From an optimization exercise on the open Yosys and OpenROAD flow, aimed at small area; shortcuts taken in it are not production practice.
In this exercise RTL edits were held to simulation tests only and were not proved equivalent to the original.
The flow treats the clock pin as an ideal source. Dropping or thinning the clock tree relies on that and would not hold on a real chip.
Power figures rest on the tool's default switching activity, not on a simulated workload.

wip/willow:
Design outCPLD, start of the top module:
module	outCPLD	(
	input	pclk_50M,
	input	rst,
	input	[1:8]	outP,
	input	[1:28]	out,
	output	logic	[1:8]	eoutP,
	output	logic	[1:28]	eout);
localparam	int	T	=	500000;
localparam	logic	[18:0]	S0	=	19'h4db31;
localparam	logic	[18:0]	POL	=	19'h55555;
logic	[18:0]	cq;
wire	[18:0]	cnt	=	cq	^	POL;
logic	[1:8]	last_outP;
logic	[1:28]	last_out;
logic	check;
logic	rst_d;
wire	z18	=	~|cnt[17:0];
wire	at_t	=	cnt[18]	&	z18;		 
wire	fb	=	(cnt[18]	^	cnt[5])	&	~at_t;
wire	upd	=	~check	&	~rst;		 
wire	hld	=	check	&	~rst;
wire	fire	=	hld	&	at_t;		 
function automatic integer pidx(input integer a, input integer b);
	pidx	=	(a < b) ? (b-1)*(b-2)/2 + a : (a-1)*(a-2)/2 + b;
endfunction
logic	[1:8]	g	[1:8];
logic	[1:8]	k;
logic	[1:28]	nxt;
always_comb	begin
	for	(int i = 1; i <= 8; i++)	begin
		logic	run;
		run	=	upd	&	~outP[i];
		for	(int j = 1; j <= 8; j++)	begin
			g[i][j]	=	run;
			if	(j != i)	run	=	run	&	~(outP[j]	&	out[pidx(i,j)]);
		end
		k[i]	=	run;
	end
	for	(int b = 2; b <= 8; b++)
		for	(int a = 1; a <= 7; a++)
			if	(a < b)
				nxt[pidx(a,b)]	=	((outP[a]	|	outP[b])
							&	((out[pidx(a,b)]	&	(g[a][b]	|	g[b][a]))
							|	(eout[pidx(a,b)]	&	(k[a]	|	k[b]))))
							|	(eout[pidx(a,b)]	&	hld);
end
  ...
Size: roughly 450 cells after synthesis, roughly 93 flip-flops, ~3700 µm² of cells after synthesis.
clock: 20.0 ns
lec_check: 0
cap_margin: 0
core_margin: 2
core_utilization: 40
gpl_timing_driven: 0
place_density: 0.6
slew_margin: 0
standard.sh (not shown) runs the stock make flow with config.mk's settings and CLKGATE_MAP_FILE= SYNTH_SCRIPT=/design/flow/synth_recipe.tcl, a recipe that flattens the netlist after the stock synthesis.
==> flow/flow/run.sh <==
#!/bin/bash
# Own flow: the standard layout (standard.sh) with
#  - the standard synthesis, but an area-oriented abc script (flow/synth.tcl),
#  - every port still buffered, with the smallest buffer (buf_1),
#  - CTS from clkbuf_8 buffers only, without dummy loads, then its tree
#    rebuilt with six leaf buffers (flow/post_cts.tcl).
set -euo pipefail
W=$(pwd)
sed "s#SYNTH_SCRIPT=[^ ]*#SYNTH_SCRIPT=$W/flow/synth.tcl#" standard.sh > own_standard.sh
bash own_standard.sh finish \
  "BUFFER_PORTS_ARGS=-buffer_cell sky130_fd_sc_hd__buf_1" \
  "CTS_ARGS=-sink_clustering_enable -repair_clock_nets -buf_list sky130_fd_sc_hd__clkbuf_8 -dont_use_dummy_load" \
  "POST_CTS_TCL=$W/flow/post_cts.tcl" \
  > flow.log 2>&1
==> flow/flow/area.abc <==
strash
&get -n
&deepsyn -T 60
&put
strash
dch -f
amap
mfs2 -a
strash
dch -f
map -a
topo
==> flow/flow/post_cts.tcl <==
# Rebuild the clock tree that CTS made with fewer leaves: the flip-flops
# are split into NX x NY groups by position (NX columns, each cut into NY
# rows), each group is
# driven by one of CTS's leaf buffers moved to the group's centre, and the
# other leaf buffers are removed. The clock port still drives only the
# root buffer, and every flip-flop is one root and one leaf buffer away.
set nx 3
set ny 1
set nleaf [expr {$nx * $ny}]
set leaf_master sky130_fd_sc_hd__clkbuf_16
set root_master sky130_fd_sc_hd__clkbuf_2
set block [ord::get_db_block]
set db [ord::get_db]
set port_net [$block findNet pclk_50M]
set roots {}
foreach it [$port_net getITerms] {
  if { [$it isInputSignal] } { lappend roots [$it getInst] }
}
if { [llength $roots] != 1 } { error "expected one clock root buffer, found [llength $roots]" }
set root [lindex $roots 0]
set root_out [[$root findITerm X] getNet]
set leaves {}
set sinks {}
foreach it [$root_out getITerms] {
  if { ![$it isInputSignal] } { continue }
  set inst [$it getInst]
  if { ![string match "sky130_fd_sc_hd__clkbuf_*" [[$inst getMaster] getName]] } {
    error "clock root drives [$inst getName], not a buffer"
  }
  lappend leaves $inst
  foreach s [[[$inst findITerm X] getNet] getITerms] {
    if { [$s isInputSignal] } {
      set bb [[$s getInst] getBBox]
      lappend sinks [list [expr {([$bb xMin] + [$bb xMax]) / 2}] [expr {([$bb yMin] + [$bb yMax]) / 2}] $s]
    }
  }
}
if { [llength $leaves] < $nleaf } { error "CTS made [llength $leaves] leaves, fewer than $nleaf" }
set sinks [lsort -integer -index 0 $sinks]
set n [llength $sinks]
set groups {}
for { set c 0 } { $c < $nx } { incr c } {
  set col [lsort -integer -index 1 [lrange $sinks [expr {$c * $n / $nx}] [expr {($c + 1) * $n / $nx - 1}]]]
  set m [llength $col]
  for { set r 0 } { $r < $ny } { incr r } {
    lappend groups [lrange $col [expr {$r * $m / $ny}] [expr {($r + 1) * $m / $ny - 1}]]
  }
}
set keep [lrange $leaves 0 [expr {$nleaf - 1}]]
for { set g 0 } { $g < $nleaf } { incr g } {
  set leaf [lindex $keep $g]
  set net [[$leaf findITerm X] getNet]
  set xs 0; set ys 0; set cnt 0
  foreach e [lindex $groups $g] {
    lassign $e x y s
    $s disconnect
    $s connect $net
    set xs [expr {$xs + $x}]; set ys [expr {$ys + $y}]; incr cnt
  }
  $leaf swapMaster [$db findMaster $leaf_master]
  $leaf setLocation [expr {$xs / $cnt}] [expr {$ys / $cnt}]
  $leaf setPlacementStatus PLACED
  puts "post_cts: [$leaf getName] drives $cnt flip-flops"
}
foreach leaf [lrange $leaves $nleaf end] {
  set net [[$leaf findITerm X] getNet]
  foreach it [$leaf getITerms] { $it disconnect }
  odb::dbInst_destroy $leaf
  odb::dbNet_destroy $net
}
$root swapMaster [$db findMaster $root_master]
detailed_placement
check_placement -verbose
estimate_parasitics -placement
report_check_types -max_slew -max_capacitance
Other scripts of this flow, unchanged in this note and not shown: flow/flow/synth.tcl
wip/willow finished every step from synthesis to the final layout, and the layout passed the timing, design-rule and antenna checks.
For wip/sierra, these inputs were changed with respect to wip/willow:
Settings: CORE_UTILIZATION changed from 40 to 70; PLACE_DENSITY changed from 0.6 to 0.8.
-- flow/flow/post_cts.tcl --
<<< wip/willow, line 8
set ny 1
>>> wip/sierra, line 8
set ny 2
<<< wip/willow, line 10
set leaf_master sky130_fd_sc_hd__clkbuf_16
>>> wip/sierra, line 10
set leaf_master sky130_fd_sc_hd__clkbuf_8
--- outcome ---
wip/sierra vs wip/willow, critical path depth went down by 2.
Against wip/willow, peak clock frequency supported by timing in wip/sierra came out worse.
Summary of wip/sierra over wip/willow: final core area utilization rose 34 points, power closely matched the old numbers.
Summary of wip/sierra over wip/willow: global-route wire length before repair decreased 2.0%; worst path required time shows an increase of 60 ps; design area lower.
[inputs] wip/fjord vs wip/sierra
Settings: changing PLACE_DENSITY from 0.8 to 0.6; changing CORE_UTILIZATION from 70 to 40.
==> flow/flow/area.abc <==
strash
&get -n
&deepsyn -T 60
&dch -f
&nf -R 1000
&put
topo
--- outcome ---
- Status | wip/sierra and wip/fjord | clean
- wip/sierra has higher global-route track usage on met2 than wip/fjord.
- wip/fjord does better than wip/sierra on routed wire length.
- wip/fjord vs. wip/sierra: compound-gate portion of the synthesized area went up by 0.98 points.
- Mean instance size in the synthesized netlist was higher in the run labelled wip/fjord.
- Max ratio of routed vias to standard cells across wip/sierra and wip/fjord: wip/sierra
- Diff wip/sierra -> wip/fjord | chip height | increase of 32%
- Maximum cell stage delay along the critical path in wip/fjord is 120 ps above wip/sierra.
- Fraction of standard cell area in multi-input logic was higher in the run labelled wip/fjord.
- The total via count in the routed design in wip/fjord was lower than what wip/sierra gave.
Input changes introduced in wip/ember (baseline for comparison: wip/fjord):
==> flow/flow/area.abc <==
strash
&get -n
&deepsyn -T 60
&put
strash
dch -f
amap
mfs2 -a
strash
dch -f
map -a
topo
- Slowest cell on the critical path = nor2_1: wip/ember; slowest cell on the critical path = a21boi_0: wip/fjord
- Final worst setup slack delta (wip/ember − wip/fjord): favourable
- Higher fraction of layout instances using a drive strength above 1 goes to wip/ember over wip/fjord.
- Going from wip/fjord to wip/ember, weighted congestion reported at the end of routability-driven placement grew by a few percent.
- Measured against each other, wip/fjord and wip/ember differ in met3 wirelength from detailed routing, the lower figure coming from wip/fjord.

========
outCPLD, a different RTL version from the one above (not shown whole).
Size: roughly 440 cells after synthesis, ~93 flip-flops, ~0.0039 sq mm of cells after synthesis.
clock: 20.0 ns
lec_check: 0
cap_margin: 20
core_margin: 2
core_utilization: 40
place_density: 0.6
slew_margin: 20
==> flow/flow/run.sh <==
#!/bin/bash
# Own flow: the standard layout (standard.sh) with
#  - the standard synthesis, but an area-oriented abc script (flow/synth.tcl),
#  - every port still buffered, with the smallest buffer (buf_1),
#  - CTS from small clock buffers and without dummy loads.
set -euo pipefail
W=$(pwd)
sed "s#SYNTH_SCRIPT=[^ ]*#SYNTH_SCRIPT=$W/flow/synth.tcl#" standard.sh > own_standard.sh
bash own_standard.sh finish \
  "BUFFER_PORTS_ARGS=-buffer_cell sky130_fd_sc_hd__buf_1" \
  "CTS_ARGS=-sink_clustering_enable -repair_clock_nets -root_buf sky130_fd_sc_hd__clkbuf_8 -buf_list sky130_fd_sc_hd__clkbuf_4 -dont_use_dummy_load" \
  > flow.log 2>&1
==> flow/flow/area.abc <==
strash
&get -n
&deepsyn -T 20
&dch -f
&nf -R 1000
&put
topo
==> flow/flow/synth.tcl <==
# The standard synthesis (synth_recipe.tcl), with only the abc script for
# the combinational logic changed to an area-oriented one (area.abc).
set ::area_abc [file join [file dirname [file normalize [info script]]] area.abc]
proc synth {args} { yosys synth -nofsm -noshare {*}$args }
proc abc {args} {
  set i [lsearch -exact $args -script]
  if { $i >= 0 } { lset args [expr { $i + 1 }] $::area_abc }
  yosys abc {*}$args
}
source $::env(SCRIPTS_DIR)/synth.tcl
# left out here: clear keep_hierarchy, flatten, clean up, hide names made inside functions, write 1_2_yosys.v
The starting point completed without violations.
Edit:
--- a/flow/flow/run.sh
+++ b/flow/flow/run.sh
@@ -9,4 +9,4 @@
 bash own_standard.sh finish \
   "BUFFER_PORTS_ARGS=-buffer_cell sky130_fd_sc_hd__buf_1" \
-  "CTS_ARGS=-sink_clustering_enable -repair_clock_nets -root_buf sky130_fd_sc_hd__clkbuf_8 -buf_list sky130_fd_sc_hd__clkbuf_4 -dont_use_dummy_load" \
+  "CTS_ARGS=-sink_clustering_enable -repair_clock_nets -buf_list sky130_fd_sc_hd__clkbuf_8 -sink_clustering_size 24 -dont_use_dummy_load" \
   > flow.log 2>&1
CAP_MARGIN = 0   (was 20)
GPL_TIMING_DRIVEN = 0   (was not set)
SLEW_MARGIN = 0   (was 20)
=> The new run finished clean. Register-to-register slack hardly moves. Worst setup slack is worse by 69 ps. Non-clock buffer count drops by 8. Design area fell by 1.1%. Die area does not change. Sequential share of layout area came out higher by 0.47 points. Sequential power hardly moves. Routed wire length decreases by 6.4%. Hold slack gets better by 3.4 ps. Via count is lower by 3.3%. Synthesized area stays the same.
Edit:
--- a/flow/flow/run.sh
+++ b/flow/flow/run.sh
@@ -9,4 +9,4 @@
 bash own_standard.sh finish \
   "BUFFER_PORTS_ARGS=-buffer_cell sky130_fd_sc_hd__buf_1" \
-  "CTS_ARGS=-sink_clustering_enable -repair_clock_nets -buf_list sky130_fd_sc_hd__clkbuf_8 -sink_clustering_size 24 -dont_use_dummy_load" \
+  "CTS_ARGS=-sink_clustering_enable -repair_clock_nets -buf_list sky130_fd_sc_hd__clkbuf_16 -sink_clustering_size 50 -dont_use_dummy_load" \
   > flow.log 2>&1
After rerunning: The new run completed with no timing, DRC or antenna violations. First-iteration DRC count grows by about a fifth. Die area does not change. Non-clock buffer count is unchanged.
Edit:
--- a/flow/flow/run.sh
+++ b/flow/flow/run.sh
@@ -9,4 +9,4 @@
 bash own_standard.sh finish \
   "BUFFER_PORTS_ARGS=-buffer_cell sky130_fd_sc_hd__buf_1" \
-  "CTS_ARGS=-sink_clustering_enable -repair_clock_nets -buf_list sky130_fd_sc_hd__clkbuf_16 -sink_clustering_size 50 -dont_use_dummy_load" \
+  "CTS_ARGS=-sink_clustering_enable -repair_clock_nets -buf_list sky130_fd_sc_hd__clkbuf_8 -dont_use_dummy_load" \
   > flow.log 2>&1
=>
- The changed run finished clean
- via count came out lower by 0.36%
- flip-flop and latch count is unchanged
- maximum frequency is about the same
- non-clock buffer count is unchanged
- sequential share of layout area grows by 0.94 points

========
red:
Starting RTL as in the previous note.
==> flow/config.mk <==
export PLATFORM = sky130hd
export DESIGN_NAME = outCPLD
export DESIGN_NICKNAME = outCPLD
export VERILOG_FILES = /design/flow/design.v
export SDC_FILE = /design/flow/constraint.sdc
export NUM_CORES = 4
export LEC_CHECK = 0
export CAP_MARGIN = 0
export CORE_MARGIN = 2
export CORE_UTILIZATION = 40
export GPL_TIMING_DRIVEN = 0
export PLACE_DENSITY = 0.6
export SLEW_MARGIN = 0
==> flow/constraint.sdc <==
create_clock -name core_clock -period 20.0 [get_ports {pclk_50M}]
set_input_delay 4.0000 -clock core_clock [delete_from_list [all_inputs] [get_ports {pclk_50M}]]
set_output_delay 4.0000 -clock core_clock [all_outputs]
set_load 0.01 [all_outputs]
==> flow/flow/run.sh <==
#!/bin/bash
# Own flow: the standard layout (standard.sh) with
#  - the standard synthesis, but an area-oriented abc script (flow/synth.tcl),
#  - every port still buffered, with the smallest buffer (buf_1),
#  - CTS from small clock buffers and without dummy loads.
set -euo pipefail
W=$(pwd)
sed "s#SYNTH_SCRIPT=[^ ]*#SYNTH_SCRIPT=$W/flow/synth.tcl#" standard.sh > own_standard.sh
bash own_standard.sh finish \
  "BUFFER_PORTS_ARGS=-buffer_cell sky130_fd_sc_hd__buf_1" \
  "CTS_ARGS=-repair_clock_nets -buf_list sky130_fd_sc_hd__clkbuf_16 -dont_use_dummy_load" \
  > flow.log 2>&1
Scripts as last shown in full above: flow/flow/area.abc, flow/flow/synth.tcl
The flow did not stop early for red: all stages ran, and the layout cleared the timing, design-rule and antenna checks.
[inputs] blue vs red
Settings: SLEW_MARGIN changed from 0 to 20; GPL_TIMING_DRIVEN removed (was 0); CAP_MARGIN changed from 0 to 20.
diff --git a/flow/flow/run.sh b/flow/flow/run.sh
--- a/flow/flow/run.sh
+++ b/flow/flow/run.sh
@@ -11 +11 @@
-  "CTS_ARGS=-repair_clock_nets -buf_list sky130_fd_sc_hd__clkbuf_16 -dont_use_dummy_load" \
+  "CTS_ARGS=-sink_clustering_enable -repair_clock_nets -buf_list sky130_fd_sc_hd__clkbuf_8 -dont_use_dummy_load" \
==> comparison <==
- blue was carried through to the last stage, and its layout satisfied the timing, design-rule and antenna checks.
- Net count of the mapped netlist essentially unchanged between blue and red.
- Higher logic depth of the worst setup path including buffers among red and blue: blue
- Compared with red, blue degrades via count.
- In blue the final area turned out about 1.1% lower than in red.
- Against red, routed length on met3 in blue fell by a few percent.
- On post-layout net count: blue sits above red.
- Summary — highest clock frequency the design can meet, blue relative to red: higher, by 0.85%.
- Against red, blue reports a final core utilization that is lower.
- Looking at clock power share across red and blue, the one that comes out higher is red.

========
Setup of lane 5:
The RTL this note starts from:
==> flow/design.v <==
module	outCPLD	(
	input	pclk_50M,
	input	rst,
	input	[1:8]	outP,
	input	[1:28]	out,
	output	logic	[1:8]	eoutP,
	output	logic	[1:28]	eout);
localparam	int	T	=	500000;
localparam	logic	[18:0]	S0	=	19'h4db31;
localparam	logic	[18:0]	POL	=	19'h55555;
logic	[18:0]	cq;
wire	[18:0]	cnt	=	cq	^	POL;
logic	[1:8]	last_outP;
logic	[1:28]	last_out;
logic	check;
logic	rst_d;
wire	z18	=	~|cnt[17:0];
wire	at_t	=	cnt[18]	&	z18;		 
wire	fb	=	(cnt[18]	^	cnt[5])	&	~at_t;
wire	upd	=	~check	&	~rst;		 
wire	hld	=	check	&	~rst;
wire	fire	=	hld	&	at_t;		 
function automatic integer pidx(input integer a, input integer b);
	pidx	=	(a < b) ? (b-1)*(b-2)/2 + a : (a-1)*(a-2)/2 + b;
endfunction
logic	[1:8]	g	[1:8];
logic	[1:8]	k;
logic	[1:28]	nxt;
always_comb	begin
	for	(int i = 1; i <= 8; i++)	begin
		logic	run;
		run	=	upd	&	~outP[i];
		for	(int j = 1; j <= 8; j++)	begin
			g[i][j]	=	run;
			if	(j != i)	run	=	run	&	~(outP[j]	&	out[pidx(i,j)]);
		end
		k[i]	=	run;
	end
	for	(int b = 2; b <= 8; b++)
		for	(int a = 1; a <= 7; a++)
			if	(a < b)
				nxt[pidx(a,b)]	=	((outP[a]	|	outP[b])
							&	((out[pidx(a,b)]	&	(g[a][b]	|	g[b][a]))
							|	(eout[pidx(a,b)]	&	(k[a]	|	k[b]))))
							|	(eout[pidx(a,b)]	&	hld);
end
always_ff	@(posedge	pclk_50M)	begin
	last_outP	<=	outP;
	last_out	<=	out;
	rst_d	<=	rst;
	check	<=	~rst	&	(rst_d	?	(outP	==	8'b0)	&	(out	==	28'b0)
						:	(outP	==	last_outP)	&	(out	==	last_out));
	cq	<=	(check	?	{cnt[17:0],	fb}	:	S0)	^	POL;
	eout	<=	nxt;
	for	(int i = 1; i <= 8; i++)
		eoutP[i]	<=	(outP[i]	&	(fire	|	(eoutP[i]	&	~rst)))	|	(eoutP[i]	&	hld);
end
endmodule
==> flow/config.mk <==
export PLATFORM = sky130hd
export DESIGN_NAME = outCPLD
export DESIGN_NICKNAME = outCPLD
export VERILOG_FILES = /design/flow/design.v
export SDC_FILE = /design/flow/constraint.sdc
export NUM_CORES = 4
export LEC_CHECK = 0
export CAP_MARGIN = 0
export CORE_MARGIN = 2
export CORE_UTILIZATION = 40
export GPL_TIMING_DRIVEN = 0
export PLACE_DENSITY = 0.6
export SLEW_MARGIN = 0
==> flow/constraint.sdc <==
create_clock -name core_clock -period 20.0 [get_ports {pclk_50M}]
set_input_delay 4.0000 -clock core_clock [delete_from_list [all_inputs] [get_ports {pclk_50M}]]
set_output_delay 4.0000 -clock core_clock [all_outputs]
set_load 0.01 [all_outputs]
==> flow/flow/run.sh <==
#!/bin/bash
# Own flow: the standard layout (standard.sh) with
#  - the standard synthesis, but an area-oriented abc script (flow/synth.tcl),
#  - every port still buffered, with the smallest buffer (buf_1),
#  - CTS from clkbuf_8 buffers only, without dummy loads, then its tree
#    rebuilt with six leaf buffers (flow/post_cts.tcl).
set -euo pipefail
W=$(pwd)
sed "s#SYNTH_SCRIPT=[^ ]*#SYNTH_SCRIPT=$W/flow/synth.tcl#" standard.sh > own_standard.sh
bash own_standard.sh finish \
  "BUFFER_PORTS_ARGS=-buffer_cell sky130_fd_sc_hd__buf_1" \
  "CTS_ARGS=-sink_clustering_enable -repair_clock_nets -buf_list sky130_fd_sc_hd__clkbuf_8 -dont_use_dummy_load" \
  "POST_CTS_TCL=$W/flow/post_cts.tcl" \
  > flow.log 2>&1
==> flow/flow/area.abc <==
strash
&get -n
&deepsyn -J 500
&put
strash
dch -f
amap
mfs2 -a
strash
dch -f
map -a
topo
Scripts as last shown in full above: flow/flow/synth.tcl
Other scripts of this flow, unchanged in this note and not shown: flow/flow/post_cts.tcl
Lane 5: full flow OK, the timing, design-rule and antenna checks passed
diff inputs: lane 5 => lane 2
diff --git a/flow/flow/run.sh b/flow/flow/run.sh
--- a/flow/flow/run.sh
+++ b/flow/flow/run.sh
@@ -3,6 +3,5 @@
 #  - the standard synthesis, but an area-oriented abc script (flow/synth.tcl),
 #  - every port still buffered, with the smallest buffer (buf_1),
-#  - CTS from clkbuf_8 buffers only, without dummy loads, then its tree
-#    rebuilt with six leaf buffers (flow/post_cts.tcl).
+#  - CTS from clkbuf_8 buffers only, without dummy loads.
 set -euo pipefail
 W=$(pwd)
==> flow/flow/area.abc <==
strash
&get -n
&deepsyn -T 60
&dch -f
&nf -R 1000
&put
topo
[summary]
- Compare lane 5 and lane 2 | routed wire length lower: lane 2
- Any difference in final cycle utilization of the critical path between lane 5 and lane 2 is small enough to ignore.
- Synthesized-area fraction occupied by and/or/nand/nor cells in lane 2 vs lane 5: up 1.3 points
- The final reports for lane 2 and lane 5 show ratio of cells with drive above 1 in the final layout lower in the former.
- Detailed-route via count ends up lower on lane 2.

==> what the ideal ports hide <==
How much do the figures lean on ideal ports? The routed layouts below were timed once more, with nothing changed but the port constraints. Step 1 assumes that a clkbuf_16 drives the clock port and a buf_2 every other input. Step 2 adds t to the input delays and takes it off the output delays; t is the mean of the earliest and latest rising clock arrival at the registers after step 1. Input paths then give back, and output paths get back, about the clock's delay inside the block. Three values: ideal ports, drivers, drivers and shift; two values: the first two.
run	t, ns	setup WS [ns]	hold WS [ns]	latest minus earliest clock arrival (ns)
wip/willow	0.478	13.193 / 13.203 / 12.725	0.402 / 0.402 / 0.402	0.013 / 0.013
wip/sierra	0.553	13.143 / 13.149 / 12.596	0.397 / 0.397 / 0.397	0.019 / 0.019
wip/fjord	0.559	13.131 / 13.140 / 12.581	0.390 / 0.390 / 0.390	0.014 / 0.014
wip/ember	0.566	13.224 / 13.235 / 12.669	0.401 / 0.401 / 0.401	0.015 / 0.014
the first run of note 2	0.389	12.754 / 12.769 / 12.380	0.451 / 0.451 / 0.451	0.028 / 0.029
the second run of note 2	0.390	12.684 / 12.695 / 12.305	0.454 / 0.454 / 0.454	0.022 / 0.022
the third run of note 2	0.368	12.692 / 12.709 / 12.340	0.445 / 0.445 / 0.445	0.015 / 0.015
the fourth run of note 2	0.390	12.684 / 12.695 / 12.305	0.454 / 0.454 / 0.454	0.022 / 0.022
red	0.368	12.692 / 12.709 / 12.340	0.445 / 0.445 / 0.445	0.015 / 0.015
blue	0.389	12.754 / 12.769 / 12.380	0.451 / 0.451 / 0.451	0.028 / 0.029
lane 5	0.570	13.136 / 13.141 / 12.571	0.394 / 0.394 / 0.394	0.016 / 0.016
lane 2	0.559	13.131 / 13.140 / 12.581	0.390 / 0.390 / 0.390	0.014 / 0.014
After both steps every run listed still meets setup and hold. For lane 5, which loses most, drivers alone change the setup slack by +0.005 ns; drivers and shift together by -0.565 ns.
